Background: an optimization exercise with open tools, aiming at small area. Do not read the settings as production practice.
Function was checked by simulation only, so behaviour that the tests miss may differ from the original.
Power is estimated from default activity; no workload was simulated.

## flow/design.v (module list and top-level ports; edited modules follow where they fit)
// module firfilt: 2418 lines
// module fa: 4 lines
// module ha: 4 lines
module firfilt (sig_in, sig_out, clk, rst);
  // ...
==> flow/flow/run.sh <==
#!/bin/bash
# Own flow: the standard layout (standard.sh), with CTS told not to add dummy
# loads and the port buffers made with the smallest buffer cell.
set -e
cp standard.sh standard_sh.log
cp config.mk config_mk_orig.log
cat >> config.mk <<'EOC'
export CTS_ARGS = -sink_clustering_enable -repair_clock_nets -dont_use_dummy_load -sink_clustering_size 30 -sink_clustering_max_diameter 60 -buf_list {sky130_fd_sc_hd__clkbuf_16}
export BUFFER_PORTS_ARGS = -buffer_cell sky130_fd_sc_hd__buf_1
EOC
bash standard.sh > standard.log 2>&1
==> flow/standard.sh <==
#!/bin/bash
# synth_recipe.tcl (not shown) runs the flow's synth.tcl, then flattens the netlist and writes it again
# the make line also repeats each setting of config.mk as NAME=value (left out here)
make -C /OpenROAD-flow-scripts/flow DESIGN_CONFIG=/design/flow/config.mk WORK_HOME=/design/flow/orfs CLKGATE_MAP_FILE= SYNTH_SCRIPT=/design/flow/synth_recipe.tcl "${@:-finish}"
==> flow/config.mk <==
export PLATFORM = sky130hd
export DESIGN_NAME = firfilt
export DESIGN_NICKNAME = firfilt
export VERILOG_FILES = /design/flow/design.v
export SDC_FILE = /design/flow/constraint.sdc
export NUM_CORES = 4
export LEC_CHECK = 0
export ABC_AREA = 1
export CAP_MARGIN = 0
export CORE_MARGIN = 2
export CORE_UTILIZATION = 65
export SLEW_MARGIN = 0
export SYNTH_HIERARCHICAL = 1
export CTS_ARGS = -sink_clustering_enable -repair_clock_nets -dont_use_dummy_load -sink_clustering_size 30 -sink_clustering_max_diameter 60 -buf_list {sky130_fd_sc_hd__clkbuf_16}
export BUFFER_PORTS_ARGS = -buffer_cell sky130_fd_sc_hd__buf_1
==> flow/constraint.sdc <==
create_clock -name core_clock -period 14.0 [get_ports {clk}]
set_input_delay 2.8000 -clock core_clock [delete_from_list [all_inputs] [get_ports {clk}]]
set_output_delay 2.8000 -clock core_clock [all_outputs]
set_load 0.01 [all_outputs]
==> flow_summary.yaml, run 1 <==
setup_path:
  critPathMostFrequentCell: "fa_1"
  rr_startpoint: "d12[0]$_SDFF_PP0_"
  worst-path-buf-inv: 2
  crit_path_start_kind: "register"
  cp_max_fo: 3
  startpoint: "d12[0]$_SDFF_PP0_"
  end_kind: "register"
timing:
  fin_crit_sh_pct: 97.1
  worst_slack_ns: 0.405
  tns_ns: 0
  finalHoldViolCount: 0
  slew_viol_final: 0
  hold_slack_ns: 0.343
logic_synthesis:
  ys_ff_latch: 544
  synth_area_sq_um: 35100
  synth_compound_area_share_pct: 0.207
  synth-main-ff-cell: "dfxtp_1"
cts:
  clkLatencyLatePin_ns: 0.60
  cts_root_buffer: "clkbuf_16"
  cts_hold_buffers: 0
routing:
  vias: 18800
  met1_length_mm: 37.8
  routed-wl-met2_mm: 47.4
layout:
  nFillCells: 3811
  final-clk-cell-share_pct: 2.38
  largest_cell_class: "multi-input gates"
  fin_nets: 3632
  multi_input_area_sq_um: 23000
  syn2layout_area_growth_pct: 4.74
power:
  pg_comb_uw: 2960
global_route:
  antenna_found_initial: 2
  grt.busiest_layer: "met2"
floorplan:
  die_area_sq_um: 55900
  rows: 85
min_path:
  worstHoldEndpoint: "d29[13]$_SDFF_PP1_"
  min_from: "d28[13]$_SDFF_PP0_"
outcome:
  outcome: "complete, no violations"
==> inputs of run 2 (changes only) <==
--- a/flow/flow/run.sh
+++ b/flow/flow/run.sh
@@ -7,3 +7,3 @@
 cat >> config.mk <<'EOC'
-export CTS_ARGS = -sink_clustering_enable -repair_clock_nets -dont_use_dummy_load -sink_clustering_size 30 -sink_clustering_max_diameter 60 -buf_list {sky130_fd_sc_hd__clkbuf_16}
+export CTS_ARGS = -sink_clustering_enable -repair_clock_nets -dont_use_dummy_load -sink_clustering_size 20 -sink_clustering_max_diameter 40 -buf_list {sky130_fd_sc_hd__clkbuf_8}
 export BUFFER_PORTS_ARGS = -buffer_cell sky130_fd_sc_hd__buf_1
--- a/flow/config.mk
+++ b/flow/config.mk
@@ -13,3 +13,3 @@
 export SYNTH_HIERARCHICAL = 1
-export CTS_ARGS = -sink_clustering_enable -repair_clock_nets -dont_use_dummy_load -sink_clustering_size 30 -sink_clustering_max_diameter 60 -buf_list {sky130_fd_sc_hd__clkbuf_16}
+export CTS_ARGS = -sink_clustering_enable -repair_clock_nets -dont_use_dummy_load -sink_clustering_size 20 -sink_clustering_max_diameter 40 -buf_list {sky130_fd_sc_hd__clkbuf_8}
 export BUFFER_PORTS_ARGS = -buffer_cell sky130_fd_sc_hd__buf_1
==> run 2 against run 1 <==
Compared with the run above: hold slack got worse by 0.0043 ns; global-route usage up 0.31 points; cell count up 1.2%; core utilization is 0.27 points higher; wire length rose by 0.88%; first-iteration DRC count is 8.0% higher.
==> flow_summary.yaml, run 2 <==
timing:
  hold_slack_ns: 0.339
  slew_viol_final: 0
  fmaxAchievable_mhz: 73.4
  clock_skew_ns: 0.135
  setup_viol: 0
  tns_ns: 0
  worstMarginPinSlew_ns: 1.16
  min_period_ns: 13.63
  fin_crit_sh_pct: 97.4
  slew_headroom_pct: 22.7
  finalHoldViolCount: 0
  rsz0062_at_grt: "false"
routing:
  vias: 19000
  wire_per_inst_um: 30.8
  ant_nets: 0
  drtPass1Iterations: 5
  wl_mm: 101
  via_per_inst: 5.78
  route.detailed.drc: 0
  first_iter_violations: 1669
layout:
  layout_commonest_cell: "fa_1"
  most-common-layout-cells: "fa_1 (967), dfxtp_1 (544), nand2_1 (299)"
  syn2layout_area_growth_pct: 5.14
  nFillCells: 3811
  drive_gt1_share_pct: 3.98
  stdcell_area_sq_um: 36900
  fin_nets: 3670
logic_synthesis:
  async_flop_share_pct: 0
  ys_seq_area_share_pct: 31.0
  yosys_warnings: 7
  synthTopCellsByArea: "fa_1 (55%), dfxtp_1 (31%), nand2_1 (3.2%)"
  synth_common_cells: "fa_1 (973), dfxtp_1 (544), nand2_1 (299), nor2_1 (291), inv_1 (237)"
  synth_most_common_cell: "fa_1"
  synth_cell_types: 24
  synth-main-ff-cell: "dfxtp_1"
  synthCells: 2525
  synth_area_sq_um: 35100
  synth.avg_cell_area_sq_um: 13.9
  synth_nets: 3605
  ys_ff_latch: 544
  synth_edf_count: 0
  synth_top_cell_area_share_pct: 55.4
  yosys.area.top_type: "fa_1"
setup_path:
  critPathKind: "reg2reg"
  critPathMostFrequentCell: "fa_1"
  worstPathRequired_ns: 14.50
  worst-path-buf-inv: 1
  cp_max_fo: 3
  end_kind: "register"
  cp_top_family: "adder cells"
  crit_path_start_kind: "register"
  crit_slowest_cell: "fa_1"
  cpPeakStageDelay_ns: 0.72
  cp.arrival_ns: 14.13
cts:
  htreeDepth: 3
  cts_root_buffer: "clkbuf_8"
  cts_buffer_depth: 3
  clkLatencyLatePin_ns: 0.69
  cts_buffers: 73
  cts_hold_buffers: 0
  cts_tree: "built"
  path_clk_slew_ns: 0.10
  clock_sinks: 544
floorplan:
  coreArea_sq_um: 53600
  ios: 34
  dieWidth_um: 237
  die_area_sq_um: 55900
  rows: 85
  initial_core_util_pct: 65.6
  dieHeight_um: 237
job:
  max_cap_violations: 0
power:
  p_leak_uw: 0.0145
  p_per_area_nw_per_um2: 151
  swShare_pct: 39.8
  p_comb_share_pct: 53.3
  peakVddDrop_uv: 418
  p_int_uw: 3350
  p_clk_share_pct: 17.7
  seqPwrFrac_pct: 29.1
  switchingPower_uw: 2210
global_route:
  grt.total_usage_pct: 38.9
  grt_pass1_wl_mm: 149
  gr-total-overflow: 0
  grt_start_max_net_pins: 165
  grt_pass1_vias: 21900
  antenna_found_initial: 4
place:
  io_buffers: 33
  dpl_cell_area_sq_um: 35900
  dpl.hpwl_mm: 90.6
  routabilityCongestion: 1.07
outcome:
  outcome: "complete, no violations"
min_path:
  hold_class: "reg2reg"
==> run 2: cell counts after synthesis <==
Identical to the previous run, type by type.
==> run 2: what timing repair did <==
item / CTS / global route
gates resized for setup: 0 / 6
endpoints found under the setup margin: 0 / 3
buffers inserted: 0 / 0
==> run 2: layout make-up <==
class	instances	area, sq um	area share (%)
antenna	3	7.51	0.0203
clock buffer	73	1000	2.72
inverter	240	908	2.46
multi-input combinational	1681	23000	62.2
sequential	544	10900	29.5
tap	696	871	2.36
timing repair buffer	50	268	0.725
==> run 2: kinds of logic after synthesis <==
family	after synthesis	synth area share, %
compound gates	13	0.207
xor+xnor	4	0.0997
fa+ha+maj	1062	58.6
buf+inv	300	3.60
flops	544	31.0
simple gates	602	6.50
==> run 2: routing by layer <==
layer | vias to the layer above | track usage, % | routed length [um]
li1 | 7564 | - | -
met1 | 10400 | 52.1 | 38300
met2 | 809 | 60.9 | 48000
met3 | 256 | 9.77 | 9140
met4 | 0 | 18.3 | 5720
met5 | - | 0 | 0
==> run 2: path summary, 6_finish.rpt <==
check        depth (start not counted)              start  slack, ns                endpoint
min                                  1  d21[0]$_SDFF_PP1_       0.34       d22[0]$_SDFF_PP0_
min reg2reg                          1  d21[0]$_SDFF_PP1_       0.34       d22[0]$_SDFF_PP0_
max reg2reg                         36  d22[0]$_SDFF_PP0_       0.37  sig_out[14]$_SDFF_PP0_
max                                 36  d22[0]$_SDFF_PP0_       0.37  sig_out[14]$_SDFF_PP0_
==> run 2: power by group through the flow <==
stage / clock, uW / sequential (uW) / combinational [uW]
2_1_floorplan: 0 / 1660 / 2080
3_3_place_gp: 0 / 1650 / 2950
3_5_place_dp: 0 / 1650 / 2960
4_1_cts: 1000 / 1620 / 2980
5_1_grt: 1060 / 1620 / 3440
6_report: 984 / 1620 / 2960
==> run 2: stage by stage <==
stage	power, uW	setup slack, ns	cells	util, %
6_report	5570	0.369	3287	68.9
5_1_grt	6120	0.00399	3285	68.9
4_1_cts	5600	0.271	3284	68.9
3_5_place_dp	4610	0.415	3211	67.0
3_3_place_gp	4600	0.541	3211	67.0
2_1_floorplan	3740	1.70	2525	-
==> run 2: Yosys stat by module, one instance, submodules excluded <==
| module | times used | area (sq um) | flops+latches | cells inside |
|---|---|---|---|---|
| firfilt | 1 | 15100 | 544 | 1494 |
| fa | 957 | 20.0 | 0 | 1 |
| ha | 74 | 12.5 | 0 | 1 |

[what the ideal ports hide]
How much do the figures lean on ideal ports? The routed layouts below were timed once more, with nothing changed but the port constraints.
Step 1 assumes that a clkbuf_16 drives the clock port and a buf_2 every other input.
Step 2 times the ports against the registers' clock, not the clock port: input delays grow and output delays shrink by t, the midpoint of the rising clock arrivals with the driver on.
Three values: ideal, step 1, step 2; two values: the first two.
run | t (ns) | setup slack, ns | worst setup path after step 2 | clock arrival spread, ns | worst slew at a driven data input, ns
run 1 | 0.604 | 0.405 / 0.405 / 0.405 | register to register | 0.122 / 0.122 | 0.04
run 2 | 0.690 | 0.369 / 0.369 / 0.369 | register to register | 0.151 / 0.151 | 0.04
After both steps every run listed still meets setup and hold.
